Source: an optimization exercise on an open RTL-to-GDS flow (aim: small area). Production flows keep margins and buffers that such runs may drop. The RTL was checked by simulation tests, not by an equivalence proof against the original design. Power is estimated from default activity; no workload was simulated.

v25:
==> flow/design.v (excerpt) <==
module v_top #(
  parameter CHANNEL_NUM    = 8,
  parameter REQUEST_LINE   = 16,
  parameter CHANNEL_DEPTH  = 4,
  parameter AHB_ADDR_SIZE  = 32,
  parameter AHB_DATA_SIZE  = 32) 
(
  input  logic                     hclk,
  input  logic                     hresetn,
  input  logic                     cg_te,
  output logic                     m_hsel_o,
  output logic [AHB_ADDR_SIZE-1:0] m_haddr_o,
  output logic [AHB_DATA_SIZE-1:0] m_hwdata_o,
  input  logic [AHB_DATA_SIZE-1:0] m_hrdata_i,
  output logic                     m_hwrite_o,
  output logic               [2:0] m_hsize_o,
  output logic               [2:0] m_hburst_o,
  output logic               [3:0] m_hprot_o,
  output logic               [1:0] m_htrans_o,
  output logic                     m_hmastlock_o,
  input  logic                     m_hready_i, 
  input  logic                     m_hresp_i,
  input  logic                     s_hsel_i,
  input  logic [AHB_ADDR_SIZE-1:0] s_haddr_i,
  input  logic [AHB_DATA_SIZE-1:0] s_hwdata_i,
  output logic [AHB_DATA_SIZE-1:0] s_hrdata_o,
  input  logic                     s_hwrite_i,
  input  logic               [2:0] s_hsize_i,
  input  logic               [2:0] s_hburst_i,
  input  logic               [3:0] s_hprot_i,
  input  logic               [1:0] s_htrans_i,
  input  logic                     s_hmastlock_i ,
  output logic                     s_hreadyout_o, 
  input  logic                     s_hready_i, 
  output logic                     s_hresp_o,
  output logic                     grq_o,
  output logic                     erq_o, 
  output logic   [CHANNEL_NUM-1:0] irq_o,  
  input  logic  [REQUEST_LINE-1:0] rreq_i,
  input  logic  [REQUEST_LINE-1:0] wreq_i,
  output logic  [REQUEST_LINE-1:0] rack_o,
  output logic  [REQUEST_LINE-1:0] wack_o,
  output logic                     ready);
Size in the first run: about 310 I/O pins.
export LEC_CHECK = 0
export CAP_MARGIN = 20
export CORE_MARGIN = 2
export CORE_UTILIZATION = 55
export SETUP_SLACK_MARGIN = 0.4
export SLEW_MARGIN = 20
create_clock -name core_clock -period 12.0 [get_ports {hclk}]
standard.sh (not shown) runs the stock make flow with config.mk's settings and CLKGATE_MAP_FILE= SYNTH_SCRIPT=/design/flow/synth_recipe.tcl, a recipe that flattens the netlist after the stock synthesis.
==> flow/flow/run.sh <==
#!/bin/bash
# Layout flow: the standard flow (standard.sh) with these changes.
#  1. After the standard synthesis, the combinational logic between the
#     registers is mapped again by ABC for area (flow/area.abc). The registers
#     are left as they are: same instances, names and cells. The new netlist
#     is checked against the standard one (registers cut open, ABC proves the
#     logic equal); if that fails the standard netlist is used.
#  2. Clock tree synthesis adds no dummy loads, and uses clkbuf_8 buffers on
#     sink clusters of 12.
#  3. The buffers that placement puts on every input and output port are
#     buf_2 cells.
# Each tool's output goes to a log file of its own in this folder.
set -uo pipefail
R=orfs/results/sky130hd/v_top/base
YOSYS=$FLOW_HOME/../tools/install/yosys/bin/yosys
YABC=$FLOW_HOME/../tools/install/yosys/bin/yosys-abc
LIB=$FLOW_HOME/platforms/sky130hd/lib/sky130_fd_sc_hd__tt_025C_1v80.lib
export BUFFER_PORTS_ARGS="-buffer_cell sky130_fd_sc_hd__buf_2"
export CTS_ARGS="-sink_clustering_enable -repair_clock_nets -dont_use_dummy_load -buf_list sky130_fd_sc_hd__clkbuf_8 -sink_clustering_size 12 -sink_clustering_max_diameter 80"

bash standard.sh synth > synth.log 2>&1 || exit 1
cp $R/1_2_yosys.v standard_netlist.v

DU=""
for c in probe_p_8 probec_p_8 lpflow_bleeder_1 lpflow_clkbufkapwr_1 lpflow_clkbufkapwr_16 \
  lpflow_clkbufkapwr_2 lpflow_clkbufkapwr_4 lpflow_clkbufkapwr_8 lpflow_clkinvkapwr_1 \
  lpflow_clkinvkapwr_16 lpflow_clkinvkapwr_2 lpflow_clkinvkapwr_4 lpflow_clkinvkapwr_8 \
  lpflow_decapkapwr_12 lpflow_decapkapwr_3 lpflow_decapkapwr_4 lpflow_decapkapwr_6 \
  lpflow_decapkapwr_8 lpflow_inputiso0n_1 lpflow_inputiso0p_1 lpflow_inputiso1n_1 \
  lpflow_inputiso1p_1 lpflow_inputisolatch_1 lpflow_isobufsrc_1 lpflow_isobufsrc_16 \
  lpflow_isobufsrc_2 lpflow_isobufsrc_4 lpflow_isobufsrc_8 lpflow_isobufsrckapwr_16 \
  lpflow_lsbuf_lh_hl_isowell_tap_1 lpflow_lsbuf_lh_hl_isowell_tap_2 \
  lpflow_lsbuf_lh_hl_isowell_tap_4 lpflow_lsbuf_lh_isowell_4 lpflow_lsbuf_lh_isowell_tap_1 \
  lpflow_lsbuf_lh_isowell_tap_2 lpflow_lsbuf_lh_isowell_tap_4; do
  DU="$DU -dont_use sky130_fd_sc_hd__$c"
done

cat > remap.ys <<EOT
read_liberty -ignore_miss_func $LIB
read_verilog standard_netlist.v
hierarchy -top v_top
setattr -mod -set keep_hierarchy 1 sky130_fd_sc_hd__df* sky130_fd_sc_hd__edf* sky130_fd_sc_hd__sdf* sky130_fd_sc_hd__sedf* sky130_fd_sc_hd__dl*
flatten
blackbox sky130_fd_sc_hd__*
delete t:\$scopeinfo
opt -purge
abc -script flow/area.abc -liberty $LIB $DU
opt_clean -purge
setundef -zero
hilomap -singleton -hicell sky130_fd_sc_hd__conb_1 HI -locell sky130_fd_sc_hd__conb_1 LO
insbuf -buf sky130_fd_sc_hd__buf_4 A X
splitnets
opt_clean -purge
stat -liberty $LIB
write_verilog -noattr -noexpr -nohex -nodec remapped_netlist.v
EOT
$YOSYS -s remap.ys > remap.log 2>&1

ok=0
if [[ -s remapped_netlist.v ]]; then
  python3 flow/cutff.py standard_netlist.v gold_cut.v > cut.log 2>&1 &&
  python3 flow/cutff.py remapped_netlist.v gate_cut.v >> cut.log 2>&1 &&
  cat > equiv.ys <<EOT &&
read_liberty -ignore_miss_func $LIB
read_verilog gold_cut.v
rename v_top gold
read_verilog gate_cut.v
rename v_top gate
hierarchy -check
flatten gold gate
delete t:\$scopeinfo
opt_clean
miter -equiv -flatten gold gate miter
hierarchy -top miter
opt -fast
techmap
aigmap
write_aiger miter.aig
EOT
  $YOSYS -s equiv.ys > equiv.log 2>&1 &&
  $YABC -c "read_aiger miter.aig; strash; iprove" > iprove.log 2>&1 &&
  grep -q "UNSATISFIABLE" iprove.log && ok=1
fi
if [[ $ok == 1 ]]; then
  echo "remapped netlist proven equal; using it" > remap_result.log
  cp remapped_netlist.v $R/1_2_yosys.v
else
  echo "remapped netlist not proven equal; using the standard netlist" > remap_result.log
fi
rm -f gold_cut.v gate_cut.v miter.aig

bash standard.sh > standard.log 2>&1
Other scripts of this flow, unchanged in this note and not shown: flow/flow/area.abc, flow/flow/cutff.py
--- input diff v25..v30 ---
--- a/flow/design.v
+++ b/flow/design.v
@@ -294,48 +294,47 @@
   assign to_read_w = wr_next & ~g_l_last_i & ~(ch_wack_en_i & ~ch_wr_mode_i) & g_w_done_i;
   assign ack_w     = state == WAIT_ACK_WRITE & ~ch_wreq_i & l_m != {1'b0, ch_data_len_i};
   assign to_read_a = ack_w & w_ge_r;
   assign to_write_r = rd_next & (~g_wb_ge_rb_i | g_r_full_i);
   always @(posedge clk) begin
     if (start) begin
       i_rd_addr_o <= ch_rd_addr_i;
       i_wr_addr_o <= ch_wr_addr_i;
     end
     if (rd_next & ch_rd_incr_i) i_rd_addr_o <= g_addr_next_i;
     if (wr_next & ~g_l_last_i & ch_wr_incr_i) i_wr_addr_o <= g_addr_next_i;
     if (start) l_m <= '1;
-    if (wr_next & ~g_l_last_i) l_m <= g_l_next_i;
+    if (wr_next) l_m <= g_l_next_i;
     if (rd_next) begin
       d_count <= g_d_next_i;
       r_ge_wb <= g_r_ge_wb_next_i;
     end
-    if (wr_next & ~g_l_last_i) d_count <= g_d_next_i;
+    if (wr_next) d_count <= g_d_next_i;
     if (start | to_read_w | to_read_a) begin
       d_count <= '0;
       r_ge_wb <= '0;
     end
     if (start | to_read_w | to_read_a) begin
       i_incr_o <= ch_rd_incr_i;
       i_size_o <= ch_rd_size_i; 
       i_bsize_o <= ch_rd_bsize_i;
     end
-    if (to_write_r | (wr_next & ~g_l_last_i & ~to_read_w)) begin
+    if (to_write_r) begin
       i_incr_o <= ch_wr_incr_i;
       i_size_o <= ch_wr_size_i;
       i_bsize_o <= ch_wr_bsize_i;
     end
     if (start | to_read_w | to_read_a | (wr_next & ~g_l_last_i & ch_wack_en_i & ~ch_wr_mode_i))
       i_mode_o <= '0;
-    if (to_write_r | (wr_next & ~g_l_last_i & ~(ch_wack_en_i & ~ch_wr_mode_i) & ~g_w_done_i) |
-        (ack_w & ~w_ge_r))
+    if (to_write_r | (ack_w & ~w_ge_r))
       i_mode_o <= '1;
   end
   assign rack_state_o = state == WAIT_LAST_READ;
   assign wack_state_o = state == WAIT_LAST_WRITE | state == LAST;
   assign ready = state == IDLE;
   logic [1:0] f_r_count, f_w_count;
   logic rd, wr;
   assign rd = i_read_i & sel_i;
   assign wr = i_write_i & sel_i;
   assign f_r_count_o = f_r_count;
   assign f_w_count_o = f_w_count;
   always @(posedge clk or negedge areset)
@@ -449,24 +448,30 @@
   logic race_i;
   logic channel_init;
   logic read_ready_from_arbiter;
   logic write_ready_from_arbiter; 
   typedef enum logic [1:0] {
     IDLE,
     WAIT_REQUEST,
     HANDLING_REQUEST} fsm_state;
   fsm_state state;
   assign channel_select = 
     write_ready_from_arbiter ? 
     write_channel : read_channel;
+  logic [CHANNEL_NUM-1:0] cs_oh;
+  always_comb
+    for (int i=0; i<CHANNEL_NUM; i++) cs_oh[i] = channel_select == i;
+  always @(posedge clk) if (|ch_enable_i) begin
+    if (channel_init | race & (i_last_i | i_valid_o)) sel <= cs_oh;
+  end
   always @(posedge clk) if (|ch_enable_i) begin
     if (channel_init) channel_select_next <= channel_select;
     if (channel_init) channel_select_last <= channel_select;
     if (channel_init) channel_select_last_write <= channel_select;
     if (race)
       if (i_last_i | i_valid_o) channel_select_next <= channel_select;
     if (i_next_i) channel_select_last <= channel_select_next;
     if (i_last_write_i) channel_select_last_write <= channel_select_next;
   end
   assign race = race_i & (state != IDLE); 
   assign race_i = write_ready_from_arbiter | read_ready_from_arbiter;
   always @(posedge clk or negedge areset)
@@ -504,26 +509,24 @@
             if (i_resp_i) state <= IDLE;
             else if (~race_i)
               state <=  WAIT_REQUEST;
           end  
         end 
         else if (i_ready_i) begin
           grq_o <= '1;
           state <= IDLE;
         end 
       end
       default: ;
     endcase
-  always_comb
-    for (int i=0; i<CHANNEL_NUM; i++) sel[i] = channel_select_next == i;
   logic [31:0] g_addr, g_len;
   logic [32:0] g_l;
   logic  [8:0] g_d;
   logic        g_read, g_rge;
   logic  [2:0] g_rbs, g_wbs;
   logic  [1:0] g_fr, g_fw;
   logic [31:0] g_fdata;
   logic  [3:0] g_fvalid;
   always_comb begin
     g_addr = '0; g_len = '0; g_l = '0; g_d = '0; g_read = '0; g_rge = '0;
     g_rbs = '0; g_wbs = '0; g_fr = '0; g_fw = '0; g_fdata = '0; g_fvalid = '0;
     for (int i=0; i<CHANNEL_NUM; i++) g_fdata = g_fdata | f_data[i];
The number of buffers inserted by hold repair at cts on v30 is in line with that on v25. Taking v25 as the reference, in v30 area of the mapped netlist has decreased; core utilization saw little to no change; worst slew margin relative to its limit increased by 5.7 points relative to the old numbers; routed wire length shows a reduction of 24 mm. Relative to v25, the maximum frequency of v30 is lower by 1.3 MHz. Proportion of power drawn by combinational gates | v30 above v25. Cmp v30 vs v25: area added between synthesis and finish lower in v30.

==> static timing again, ports no longer ideal <==
How much do the figures lean on ideal ports? The routed layouts below were timed once more, with nothing changed but the port constraints. Step 1: set_driving_cell puts a clkbuf_16 on hclk and a buf_2 on each other input, an assumption about the parent block. Step 2 adds t to the input delays and takes it off the output delays; t is the mean of the earliest and latest rising clock arrival at the registers after step 1. Input paths then give back, and output paths get back, about the clock's delay inside the block. a / b / c = ideal / step 1 / step 2; a / b = the first two.
| run | t, ns | setup WS [ns] | hold slack, ns | worst register clock-pin slew, ns | worst data-port slew with drivers (ns) |
|---|---|---|---|---|---|
| v25 | 1.208 | 0.745 / 0.745 / 0.745 | 0.459 / 0.459 / 0.459 | 0.10 / 0.10 | 0.12 |
| v30 | 1.228 | 0.577 / 0.577 / 0.577 | 0.478 / 0.478 / 0.478 | 0.11 / 0.11 | 0.18 |
After both steps setup and hold are still met in every run listed.
